What follows belongs to an exercise in optimizing a design on an open flow for a short achievable clock period and few clock cycles; a production flow would make more cautious choices. The RTL was checked by simulation tests, not by an equivalence proof against the original design. Power and IR drop assume default switching activity.

v16:
// SCPU
module SCPU(
	input wire clk,
	input wire rst,
	output wire inst_ren,
	output wire [31:0] inst_addr,
	input wire [31:0] inst_data,
	output wire mem_ren,
	output wire mem_wen,
	output wire [31:0] mem_addr,
	output wire [31:0] mem_dout,
	input wire [31:0] mem_din
	);
	reg [31:0] pc_o;        
	reg [31:0] pc_i;        
	reg        ren_r;
	reg [31:0] ras;
	reg        x_wen;       
	reg        x_fwd;       
	reg        x_ldw;       
	reg [4:0]  x_rd;
	reg        x_load, x_store, x_sdl;
	reg        x_br, x_beq, x_bpred, x_jreg, x_link;
	reg [31:0] x_alt;       
	reg [31:0] x_pnpc;      
	reg [31:0] x_lnk;       
	reg [31:0] x_a, x_b, x_bv;
	reg [4:0]  x_sh;
	reg [9:0]  x_op;        
	reg        m_load;
	reg [30:0] m_we;        
	reg [4:0]  m_rd;
	reg        m_wen;
	reg [31:0] m_res;
	reg [31:0] maddr_r, mdout_r;
	reg        mwen_r, mren_r;
	reg [31:0] rf [1:31];
	assign inst_addr = pc_o;
	assign inst_ren  = ren_r;
	assign mem_addr  = maddr_r;
	assign mem_dout  = mdout_r;
	assign mem_wen   = mwen_r;
	assign mem_ren   = mren_r;
	wire [31:0] m_val = m_load ? mem_din : m_res;
	wire [31:0] sum, shr;
	wire [32:0] diff;
	wire        mispredict;
	wire [31:0] fix_pc;
	scpu_add32 u_add(.a(x_a), .b(x_b), .s(sum));
	scpu_sub33 u_sub(.a(x_a), .b(x_b), .d(diff));
	scpu_srl32 u_srl(.a(x_b), .sh(x_sh), .o(shr));
	wire eq, jeq;
	scpu_resolve u_res(.a(x_a), .bv(x_bv), .pnpc(x_pnpc), .alt(x_alt), .jreg(x_jreg),
		.eq(eq), .jeq(jeq), .fix_pc(fix_pc));
	scpu_mis u_mis(.eq(eq), .jeq(jeq), .br(x_br), .beq(x_beq), .bpred(x_bpred), .jreg(x_jreg),
		.mispredict(mispredict));
	wire        lu_stall, f_link, f_writes, f_lw, f_sw, f_br, f_beq, f_bpred, f_jreg;
	wire        f_useimm, fa, fb, sdl, f_j, f_jr, f_lui;
	wire [4:0]  f_dst;
	wire [9:0]  f_op;
	scpu_dec u_dec(.ins(inst_data), .x_fwd(x_fwd), .x_ldw(x_ldw), .x_rd(x_rd),
		.lu_stall(lu_stall), .link(f_link), .writes(f_writes), .dst(f_dst),
		.lw(f_lw), .sw(f_sw), .br(f_br), .beq(f_beq), .bpred(f_bpred), .jreg(f_jreg),
		.useimm(f_useimm), .op(f_op), .fa(fa), .fb(fb), .sdl(sdl),
		.j(f_j), .jr(f_jr), .lui(f_lui));
	wire f_go = ~mispredict & ~lu_stall;    
	wire [15:0] blo;
	wire        bco;
	scpu_add16 u_badd(.a(pc_i[17:2]), .b(inst_data[15:0]), .s(blo), .co(bco));
	wire [31:0] pc4, jtarget, pnpc, immv, e_alt;
	wire [13:0] bx1, bx0;
  ...
clock: 7.0 ns
lec_check: 0
cap_margin: 20
core_margin: 2
core_utilization: 50
setup_slack_margin: 4.3
slew_margin: 20
synth_hierarchical: 1
synth_minimum_keep_size: 0
standard.sh (not shown) runs the stock make flow with config.mk's settings and CLKGATE_MAP_FILE= SYNTH_SCRIPT=/design/flow/synth_recipe.tcl, a recipe that flattens the netlist after the stock synthesis.
==> flow/flow/run.sh <==
#!/bin/bash
# The standard layout (standard.sh: the standard flow's own ORFS flow, synthesis included),
# with one more cell on the platform's don't-use list: a222oi_1, which the
# library has only in size 1, so that neither synthesis nor timing repair
# leaves a weak 6-input and-or gate on a path it cannot upsize.
set -euo pipefail
DONT_USE="sky130_fd_sc_hd__probe_p_8 sky130_fd_sc_hd__probec_p_8 sky130_fd_sc_hd__lpflow_bleeder_1 sky130_fd_sc_hd__lpflow_clkbufkapwr_1 sky130_fd_sc_hd__lpflow_clkbufkapwr_16 sky130_fd_sc_hd__lpflow_clkbufkapwr_2 sky130_fd_sc_hd__lpflow_clkbufkapwr_4 sky130_fd_sc_hd__lpflow_clkbufkapwr_8 sky130_fd_sc_hd__lpflow_clkinvkapwr_1 sky130_fd_sc_hd__lpflow_clkinvkapwr_16 sky130_fd_sc_hd__lpflow_clkinvkapwr_2 sky130_fd_sc_hd__lpflow_clkinvkapwr_4 sky130_fd_sc_hd__lpflow_clkinvkapwr_8 sky130_fd_sc_hd__lpflow_decapkapwr_12 sky130_fd_sc_hd__lpflow_decapkapwr_3 sky130_fd_sc_hd__lpflow_decapkapwr_4 sky130_fd_sc_hd__lpflow_decapkapwr_6 sky130_fd_sc_hd__lpflow_decapkapwr_8 sky130_fd_sc_hd__lpflow_inputiso0n_1 sky130_fd_sc_hd__lpflow_inputiso0p_1 sky130_fd_sc_hd__lpflow_inputiso1n_1 sky130_fd_sc_hd__lpflow_inputiso1p_1 sky130_fd_sc_hd__lpflow_inputisolatch_1 sky130_fd_sc_hd__lpflow_isobufsrc_1 sky130_fd_sc_hd__lpflow_isobufsrc_16 sky130_fd_sc_hd__lpflow_isobufsrc_2 sky130_fd_sc_hd__lpflow_isobufsrc_4 sky130_fd_sc_hd__lpflow_isobufsrc_8 sky130_fd_sc_hd__lpflow_isobufsrckapwr_16 sky130_fd_sc_hd__lpflow_lsbuf_lh_hl_isowell_tap_1 sky130_fd_sc_hd__lpflow_lsbuf_lh_hl_isowell_tap_2 sky130_fd_sc_hd__lpflow_lsbuf_lh_hl_isowell_tap_4 sky130_fd_sc_hd__lpflow_lsbuf_lh_isowell_4 sky130_fd_sc_hd__lpflow_lsbuf_lh_isowell_tap_1 sky130_fd_sc_hd__lpflow_lsbuf_lh_isowell_tap_2 sky130_fd_sc_hd__lpflow_lsbuf_lh_isowell_tap_4 sky130_fd_sc_hd__a222oi_1"
bash standard.sh "DONT_USE_CELLS=$DONT_USE" finish > standard_make.log 2>&1
Testbench counts of v16, summed over its fixed seeds: cycles 47,365.
For v9, these inputs were changed with respect to v16:
--- a/flow/design.v
+++ b/flow/design.v
@@ -62,36 +62,42 @@
 	scpu_dec u_dec(.ins(inst_data), .x_fwd(x_fwd), .x_ldw(x_ldw), .x_rd(x_rd),
 		.lu_stall(lu_stall), .link(f_link), .writes(f_writes), .dst(f_dst),
 		.lw(f_lw), .sw(f_sw), .br(f_br), .beq(f_beq), .bpred(f_bpred), .jreg(f_jreg),
 		.useimm(f_useimm), .op(f_op), .fa(fa), .fb(fb), .sdl(sdl),
 		.j(f_j), .jr(f_jr), .lui(f_lui));
 	wire f_go = ~mispredict & ~lu_stall;    
-	wire [15:0] blo;
-	wire        bco;
-	scpu_add16 u_badd(.a(pc_i[17:2]), .b(inst_data[15:0]), .s(blo), .co(bco));
+	wire [15:0] blo_o, blo_i, blo_a;
+	wire        bco_o, bco_i, bco_a;
+	scpu_add16 u_bao(.a(pc_i[17:2]), .b(inst_data[15:0]), .s(blo_o), .co(bco_o));
+	scpu_add16 u_bai(.a(pc_i[17:2]), .b(inst_data[15:0]), .s(blo_i), .co(bco_i));
+	scpu_add16 u_baa(.a(pc_i[17:2]), .b(inst_data[15:0]), .s(blo_a), .co(bco_a));
 	wire [31:0] pc4, jtarget, pnpc, immv, e_alt;
 	wire [13:0] bx1, bx0;
 	scpu_npc u_npc(.ins(inst_data), .pc(pc_i), .ras(ras), .jr(f_jr), .bpred(f_bpred), .lui(f_lui),
 		.pc4(pc4), .jtarget(jtarget), .pnpc(pnpc), .immv(immv), .x1(bx1), .x0(bx0),
 		.e_alt(e_alt));
 	wire t_alt = ~f_bpred;
-	wire [31:0] bt1 = {bx1, blo, pc_i[1:0]};
-	wire [31:0] bt0 = {bx0, blo, pc_i[1:0]};
+	wire [31:0] bt1_o = {bx1, blo_o, pc_i[1:0]};
+	wire [31:0] bt0_o = {bx0, blo_o, pc_i[1:0]};
+	wire [31:0] bt1_i = {bx1, blo_i, pc_i[1:0]};
+	wire [31:0] bt0_i = {bx0, blo_i, pc_i[1:0]};
+	wire [31:0] bt1_a = {bx1, blo_a, pc_i[1:0]};
+	wire [31:0] bt0_a = {bx0, blo_a, pc_i[1:0]};
 	wire [31:0] npc_o, npc_i, alt;
 	genvar q;
 	generate
 		for (q = 0; q < 4; q = q + 1) begin : pcs
 			scpu_pcslice u_so(.rst(rst), .eq(eq), .jeq(jeq), .br(x_br), .beq(x_beq), .xbpred(x_bpred),
-				.jreg(x_jreg), .lu_stall(lu_stall), .j(f_j), .jr(f_jr), .bpred(f_bpred), .c(bco),
+				.jreg(x_jreg), .lu_stall(lu_stall), .j(f_j), .jr(f_jr), .bpred(f_bpred), .c(bco_o),
 				.fix(fix_pc[8*q +: 8]), .hold(pc_i[8*q +: 8]), .jt(jtarget[8*q +: 8]), .ras(ras[8*q +: 8]),
-				.pc4(pc4[8*q +: 8]), .bt1(bt1[8*q +: 8]), .bt0(bt0[8*q +: 8]), .o(npc_o[8*q +: 8]));
+				.pc4(pc4[8*q +: 8]), .bt1(bt1_o[8*q +: 8]), .bt0(bt0_o[8*q +: 8]), .o(npc_o[8*q +: 8]));
 			scpu_pcslice u_si(.rst(rst), .eq(eq), .jeq(jeq), .br(x_br), .beq(x_beq), .xbpred(x_bpred),
-				.jreg(x_jreg), .lu_stall(lu_stall), .j(f_j), .jr(f_jr), .bpred(f_bpred), .c(bco),
+				.jreg(x_jreg), .lu_stall(lu_stall), .j(f_j), .jr(f_jr), .bpred(f_bpred), .c(bco_i),
 				.fix(fix_pc[8*q +: 8]), .hold(pc_o[8*q +: 8]), .jt(jtarget[8*q +: 8]), .ras(ras[8*q +: 8]),
-				.pc4(pc4[8*q +: 8]), .bt1(bt1[8*q +: 8]), .bt0(bt0[8*q +: 8]), .o(npc_i[8*q +: 8]));
-			scpu_pclate u_la(.e(e_alt[8*q +: 8]), .t(t_alt), .c(bco), .bt1(bt1[8*q +: 8]), .bt0(bt0[8*q +: 8]),
+				.pc4(pc4[8*q +: 8]), .bt1(bt1_i[8*q +: 8]), .bt0(bt0_i[8*q +: 8]), .o(npc_i[8*q +: 8]));
+			scpu_pclate u_la(.e(e_alt[8*q +: 8]), .t(t_alt), .c(bco_a), .bt1(bt1_a[8*q +: 8]), .bt0(bt0_a[8*q +: 8]),
 				.o(alt[8*q +: 8]));
 		end
 	endgenerate
 	wire [32*31-1:0] rf_flat;
 	genvar g;
 	generate
@@ -420,36 +426,21 @@
 	output wire [13:0] x1,
 	output wire [13:0] x0,
 	output wire [31:0] e_alt
 	);
 	wire [13:0] h = pc[31:18];
 	wire s = ins[15];
-	wire [13:0] hp1, hm1;
-	scpu_inc14 u_hp(.a(h), .o(hp1));
-	scpu_dec14 u_hm(.a(h), .o(hm1));
-	assign x1 = s ? h : hp1;
-	assign x0 = s ? hm1 : h;
+	assign x1 = s ? h : h + 14'd1;
+	assign x0 = s ? h - 14'd1 : h;
 	scpu_inc30 u_inc(.a(pc[31:2]), .o(pc4[31:2]));
 	assign pc4[1:0] = pc[1:0];
 	assign jtarget = {pc4[31:28], ins[25:0], 2'b00};
 	assign e_alt = bpred ? pc4 : 32'd0;
 	assign pnpc = jr ? ras : pc4;
 	assign immv = lui ? {ins[15:0], 16'd0} : {{16{ins[15]}}, ins[15:0]};
 endmodule
-module scpu_inc14(
-	input wire [13:0] a,
-	output wire [13:0] o
-	);
-	assign o = a + 14'd1;
-endmodule
-module scpu_dec14(
-	input wire [13:0] a,
-	output wire [13:0] o
-	);
-	assign o = a - 14'd1;
-endmodule
 module scpu_inc30(
 	input wire [29:0] a,
 	output wire [29:0] o
 	);
 	assign o = a + 30'd1;
 endmodule
- Compared with v16, in v9 required time of the worst setup path went down by 0.02 ns; layout-stage area growth over the synthesis result went down by 1.9 points.
- Compared with v16, in v9 placed standard-cell area rose by 1600 µm²; final routed wirelength across all metal layers increased by about 0.5% relative to the old numbers.
- Summary — number of cells produced by synthesis, v9 relative to v16: higher, by 238.
- v9 vs v16, final cycle utilization of the critical path went up by 0.34 points.
- Core util | v9 vs v16 | v9 lower
- v16 → v9: leakage power increased by about 1.6% relative to the old numbers, global routing usage on met3 closely matched the old numbers, aggregate global-route resource usage increased by 0.18 points relative to the old numbers.
- v16 was routed with fewer vias than v9.
Testbench counts of v9, summed over its fixed seeds: cycles 47,365.

[separate check: timing with driven ports]
The flow's constraints put no driver on any port. The routed layouts listed below were extracted and timed again, unchanged, in two steps.
Step 1 sets driving cells, clkbuf_16 on the clock port and buf_2 on the other inputs (assumed; they add their load-dependent delay and slew).
Step 2, shift: input delay + t, output delay - t, t = (earliest + latest rising clock arrival at the registers) / 2. This alone moves slack from input paths to output paths.
Slacks: ideal ports / drivers / drivers and shift; pairs: ideal ports / drivers.
run | t, ns | setup slack, ns | hold WS [ns] | latest minus earliest clock arrival (ns) | cell pins on the clock port's net
v16 | 0.920 | 3.851 / 3.438 / 2.518 | 0.436 / 0.436 / 0.436 | 0.044 / 0.044 | 1
v9 | 0.899 | 3.827 / 3.348 / 2.449 | 0.463 / 0.463 / 0.463 | 0.062 / 0.062 | 1
After both steps every run listed still meets setup and hold. The setup slack of v9, which loses most, moves by -0.479 ns with the drivers and by -1.378 ns with both steps.
